This is an optimization exercise on Yosys and OpenROAD, whose aim is small area, a short achievable clock period and few clock cycles per item, not a production implementation. At most, simulation tests tie the RTL to the original design; equivalence was not proved.

==> flow/design.v (excerpt) <==
module PixelSolverMultiCore (
  input               io_cmd_valid,
  output              io_cmd_ready,
  input      [27:0]   io_cmd_payload_x,
  input      [27:0]   io_cmd_payload_y,
  output              io_rsp_valid,
  input               io_rsp_ready,
  output     [5:0]    io_rsp_payload_iteration,
  input               clk,
  input               reset
);
==> flow/config.mk <==
export PLATFORM = sky130hd
export DESIGN_NAME = PixelSolverMultiCore
export DESIGN_NICKNAME = PixelSolverMultiCore
export VERILOG_FILES = /design/flow/design.v
export SDC_FILE = /design/flow/constraint.sdc
export NUM_CORES = 8
export LEC_CHECK = 0
export CAP_MARGIN = 20
export CORE_MARGIN = 2
export CORE_UTILIZATION = 60
export CTS_BUF_LIST = sky130_fd_sc_hd__clkbuf_16
export CTS_CLUSTER_DIAMETER = 150
export CTS_CLUSTER_SIZE = 24
export SETUP_SLACK_MARGIN = 5
export SLEW_MARGIN = 20
export SYNTH_HIERARCHICAL = 1
==> flow/constraint.sdc <==
create_clock -name core_clock -period 10.0 [get_ports {clk}]
set_input_delay 2.0000 -clock core_clock [delete_from_list [all_inputs] [get_ports {clk}]]
set_output_delay 2.0000 -clock core_clock [all_outputs]
set_load 0.01 [all_outputs]
standard.sh (not shown) runs the stock make flow with config.mk's settings and CLKGATE_MAP_FILE= SYNTH_SCRIPT=/design/flow/synth_recipe.tcl, a recipe that flattens the netlist after the stock synthesis.
==> flow/flow/run.sh <==
#!/bin/bash
set -euo pipefail
MARGIN=${MARGIN:-6.8}
sed "s/SETUP_SLACK_MARGIN=[0-9.]*/SETUP_SLACK_MARGIN=$MARGIN/" standard.sh > standard_margin.sh
bash standard_margin.sh > standard.log 2>&1
Edit:
--- a/flow/design.v
+++ b/flow/design.v
@@ -19,55 +19,41 @@
   reg  [13:0] r0_bo, r0_bt;  
   reg  [13:0] r0_bn;         
   reg  [27:0] r0_xn;         
   reg         tk;          
   reg         wb_v;        
   reg  [2:0] wb_seq;      
   reg  [5:0]  wb_res;      
-  reg  [47:0] rob_d;    
+  reg  [5:0]  rob_d [0:7];
   reg  [7:0] rob_v;
   reg  [2:0] head, alloc;
   reg  [3:0] used;
   reg         o_v;
   reg  [5:0]  o_it;
-  reg         tk_o;        
+  reg         tk_o, o_vp;   
+  reg  [5:0]  o_itp;        
   assign io_cmd_ready = tk_o;
   wire        acc = tk & io_cmd_valid;
-  assign io_rsp_valid = o_v;
-  assign io_rsp_payload_iteration = o_it;
+  assign io_rsp_valid = o_vp;
+  assign io_rsp_payload_iteration = o_itp;
   wire [5:0]  itc = r0_it + 6'd1;
   wire        inx = (r0_x[27:22] == 6'd0) | (r0_x[27:22] == 6'h3f);
   wire        iny = (r0_y[27:22] == 6'd0) | (r0_y[27:22] == 6'h3f);
   wire [3:0]  qx = r0_x[21:18] ^ {4{r0_x[27]}};
   wire [3:0]  qy = r0_y[21:18] ^ {4{r0_y[27]}};
   wire        big = inx & iny & (qx[3] | qy[3] | (qx[2] & qy[2] & ((~qx[1] & qy[1] & qy[0]) | (qx[1] & ~qx[0] & qy[1]) | (qx[1] & qx[0]))));
   wire        zsmall = (r0_x[27:21] == {7{r0_x[21]}}) & (r0_y[27:21] == {7{r0_y[21]}});
   wire        cyc = (itc > 6'd4) & zsmall & r0_snap[44] & ({r0_x[21:0], r0_y[21:0]} == r0_snap[43:0]);
   wire [44:0] snape = (itc[1:0] == 0) ? {zsmall, r0_x[21:0], r0_y[21:0]} : r0_snap;
   wire        live = r0_act & ~r0_lesc;
   wire        fe0 = live & (big | cyc | (itc == 6'd62));    
   wire        f620 = ~big & ~cyc;                           
   wire        fl0 = r0_act & r0_lesc;                       
-  wire        pop = o_v & io_rsp_ready;
-  wire [2:0] head_n = head + {2'd0, pop};
-  wire        byp = wr & (wr_seq == head_n);
-  reg  [5:0]  rob_rd;
-  always @(*) begin
-    case (head_n)
-      3'd0: rob_rd = rob_d[5:0];
-      3'd1: rob_rd = rob_d[11:6];
-      3'd2: rob_rd = rob_d[17:12];
-      3'd3: rob_rd = rob_d[23:18];
-      3'd4: rob_rd = rob_d[29:24];
-      3'd5: rob_rd = rob_d[35:30];
-      3'd6: rob_rd = rob_d[41:36];
-      3'd7: rob_rd = rob_d[47:42];
-      default: rob_rd = 6'd0;
-    endcase
-  end
+  wire        ld = ~o_v | io_rsp_ready;
+  wire        pop = ld & rob_v[head];
   wire        wr = wb_v | fl0;
   wire [2:0] wr_seq = wb_v ? wb_seq : r0_seq;
   wire [5:0]  wr_res = wb_v ? wb_res : r0_it;
   wire pp1;
   wire pp2;
   wire pp3;
   wire pp4;
@@ -6377,44 +6363,40 @@
       r0_it <= it_l;
       r0_lesc <= esc_l;
       r0_seq <= p2_seq;
     end
     r0_snap <= p2_snap;
     wb_seq <= p2_seq;
     wb_res <= (bg_l | (f62_l & esc_l)) ? it_l : 6'd63;
-    if (wr & (wr_seq == 3'd0)) rob_d[5:0] <= wr_res;
-    if (wr & (wr_seq == 3'd1)) rob_d[11:6] <= wr_res;
-    if (wr & (wr_seq == 3'd2)) rob_d[17:12] <= wr_res;
-    if (wr & (wr_seq == 3'd3)) rob_d[23:18] <= wr_res;
-    if (wr & (wr_seq == 3'd4)) rob_d[29:24] <= wr_res;
-    if (wr & (wr_seq == 3'd5)) rob_d[35:30] <= wr_res;
-    if (wr & (wr_seq == 3'd6)) rob_d[41:36] <= wr_res;
-    if (wr & (wr_seq == 3'd7)) rob_d[47:42] <= wr_res;
-    o_it <= byp ? wr_res : rob_rd;
+    if (wr) rob_d[wr_seq] <= wr_res;
+    if (ld) o_it <= rob_d[head];
+    o_itp <= ld ? rob_d[head] : o_it;
     tk_o <= ~reset & free_n & room;
-    o_v <= ~reset & (byp | rob_v[head_n]);
+    o_vp <= ~reset & (ld ? rob_v[head] : o_v);
   end
   always @(posedge clk or posedge reset) begin
     if (reset) begin
       tk <= 1'b0;
       r0_act <= 1'b0;
       act <= 2'd0;
       wb_v <= 1'b0;
       rob_v <= 8'd0;
       head <= 3'd0;
       alloc <= 3'd0;
       used <= 4'd0;
+      o_v <= 1'b0;
     end else begin
       tk <= free_n & room;
       r0_act <= acc | cont_l;
       act <= {act[1:1], r0_act};
       wb_v <= act[2] & fe_l;
       if (acc) alloc <= alloc + 1'b1;
       used <= used + {3'd0, acc} - {3'd0, pop};
       if (pop) head <= head + 1'b1;
+      if (ld) o_v <= rob_v[head];
       rob_v <= (rob_v & ~({7'd0, pop} << head)) | ({7'd0, wr} << wr_seq);
     end
   end
 endmodule
 module MandelFA (input a, input b, input c, output s, output co);
   assign s = a ^ b ^ c;
   assign co = (a & b) | (a & c) | (b & c);
What happened: Setup slack improves by 0.034 ns; sequential cell count climbs by 1; final area stays flat; non-clock buffer count decreases by 6; fmax is higher by 1.1%.
No functional check of the RTL was part of any run of this note.


Setup of P:
PixelSolverMultiCore, a different RTL version from the one above (not shown whole).
Size: roughly 1200 flip-flops, about 71000 µm² of cells after synthesis.
clock: 10.0 ns
lec_check: 0
cap_margin: 20
core_margin: 2
core_utilization: 60
cts_buf_list: sky130_fd_sc_hd__clkbuf_16
cts_cluster_diameter: 150
cts_cluster_size: 24
setup_slack_margin: 5
slew_margin: 20
synth_hierarchical: 1
==> flow/flow/run.sh <==
#!/bin/bash
set -euo pipefail
MARGIN=${MARGIN:-7}
sed "s/SETUP_SLACK_MARGIN=[0-9.]*/SETUP_SLACK_MARGIN=$MARGIN/" standard.sh > standard_margin.sh
bash standard_margin.sh > standard.log 2>&1
Changes in Q relative to P:
--- a/flow/design.v
+++ b/flow/design.v
@@ -30,20 +30,19 @@
   assign io_cmd_ready = tk;
   wire        acc = tk & io_cmd_valid;
   assign io_rsp_valid = o_v;
   assign io_rsp_payload_iteration = o_it;
   wire [5:0]  itc = r0_it + 6'd1;
   wire        inx = (r0_x[27:22] == 6'd0) | (r0_x[27:22] == 6'h3f);
   wire        iny = (r0_y[27:22] == 6'd0) | (r0_y[27:22] == 6'h3f);
   wire [3:0]  qx = r0_x[21:18] ^ {4{r0_x[27]}};
   wire [3:0]  qy = r0_y[21:18] ^ {4{r0_y[27]}};
-  wire [8:0]  q2 = qx * qx + qy * qy;
-  wire        big = inx & iny & (q2 >= 9'd64);
+  wire        big = inx & iny & (qx[3] | qy[3] | (qx[2] & qy[2] & ((~qx[1] & qy[1] & qy[0]) | (qx[1] & ~qx[0] & qy[1]) | (qx[1] & qx[0]))));
   wire        cyc = (itc > 6'd4) & ({r0_x, r0_y} == r0_snap);
   wire [55:0] snape = (itc[1:0] == 0) ? {r0_x, r0_y} : r0_snap;
   wire        live = r0_act & ~r0_lesc;
   wire        fe0 = live & (big | cyc | (itc == 6'd62));    
   wire        f620 = ~big & ~cyc;                           
   wire        fl0 = r0_act & r0_lesc;                       
   wire        ld = ~o_v | io_rsp_ready;
   wire        pop = ld & rob_v[head];
   wire        wr = wb_v | fl0;
@@ -6636,39 +6635,37 @@
       r0_it <= it_l;
       r0_lesc <= esc_l;
       r0_seq <= p2_seq;
     end
     r0_snap <= p2_snap;
     wb_seq <= p2_seq;
     wb_res <= (bg_l | (f62_l & esc_l)) ? it_l : 6'd63;
     if (wr) rob_d[wr_seq] <= wr_res;
     if (ld) o_it <= rob_d[head];
+    tk <= free_n & room;
+    o_v <= ~reset & (ld ? rob_v[head] : o_v);
   end
   always @(posedge clk or posedge reset) begin
     if (reset) begin
-      tk <= 1'b0;
       r0_act <= 1'b0;
       act <= 2'd0;
       wb_v <= 1'b0;
       rob_v <= 8'd0;
       head <= 3'd0;
       alloc <= 3'd0;
       used <= 4'd0;
-      o_v <= 1'b0;
     end else begin
-      tk <= free_n & room;
       r0_act <= acc | cont_l;
       act <= {act[1:1], r0_act};
       wb_v <= act[2] & fe_l;
       if (acc) alloc <= alloc + 1'b1;
       used <= used + {3'd0, acc} - {3'd0, pop};
       if (pop) head <= head + 1'b1;
-      if (ld) o_v <= rob_v[head];
       rob_v <= (rob_v & ~({7'd0, pop} << head)) | ({7'd0, wr} << wr_seq);
     end
   end
 endmodule
 module MandelFA (input a, input b, input c, output s, output co);
   assign s = a ^ b ^ c;
   assign co = (a & b) | (a & c) | (b & c);
 endmodule
 module MandelHA (input a, input b, output s, output co);
Findings:
- Looking at synthesized area, Q sits 520 µm² below P.
- On share of the core filled with cells, Q and P are basically level.
- In the tables for Q and P, cell count along the critical path reads higher with P.
- | inverter count | lower: Q |
- [compare] base=P new=Q: pin count of the biggest net entering global routing went up by about 22%, clock latency at the later pin of the worst-skew pair went down by 20 ps, routed wire length went up by about 4.3%.
- Of Q and P, it is Q that has the higher global-route wire length before repair.
Testbench counts of Q, summed over its fixed seeds: cycles 255,610, pixels 8,192.
For P, only the layout was checked, not whether the RTL still works.

## afterwards: timing with drivers on the ports
No port has a modelled driver above. Below, the same layouts with a new extraction and two added sets of constraints.
Step 1: set_driving_cell puts a clkbuf_16 on clk and a buf_2 on each other input, an assumption about the parent block.
Step 2 times the ports against the registers' clock, not the clock port: input delays grow and output delays shrink by t, the midpoint of the rising clock arrivals with the driver on.
a / b / c = no drivers / after step 1 / after step 2; a / b = the first two.
run | t, ns | setup WS [ns] | cell pins on the clock port's net
the first run of note 1 | 0.784 | 6.714 / 6.697 / 5.966 | 1
the second run of note 1 | 0.772 | 6.748 / 6.718 / 6.147 | 1
P | 0.813 | 5.508 / 5.508 / 5.508 | 1
Q | 0.800 | 6.579 / 6.579 / 6.351 | 1
After both steps every run listed still meets setup and hold. For the first run of note 1, which loses most, drivers alone change the setup slack by -0.017 ns; drivers and shift together by -0.748 ns.
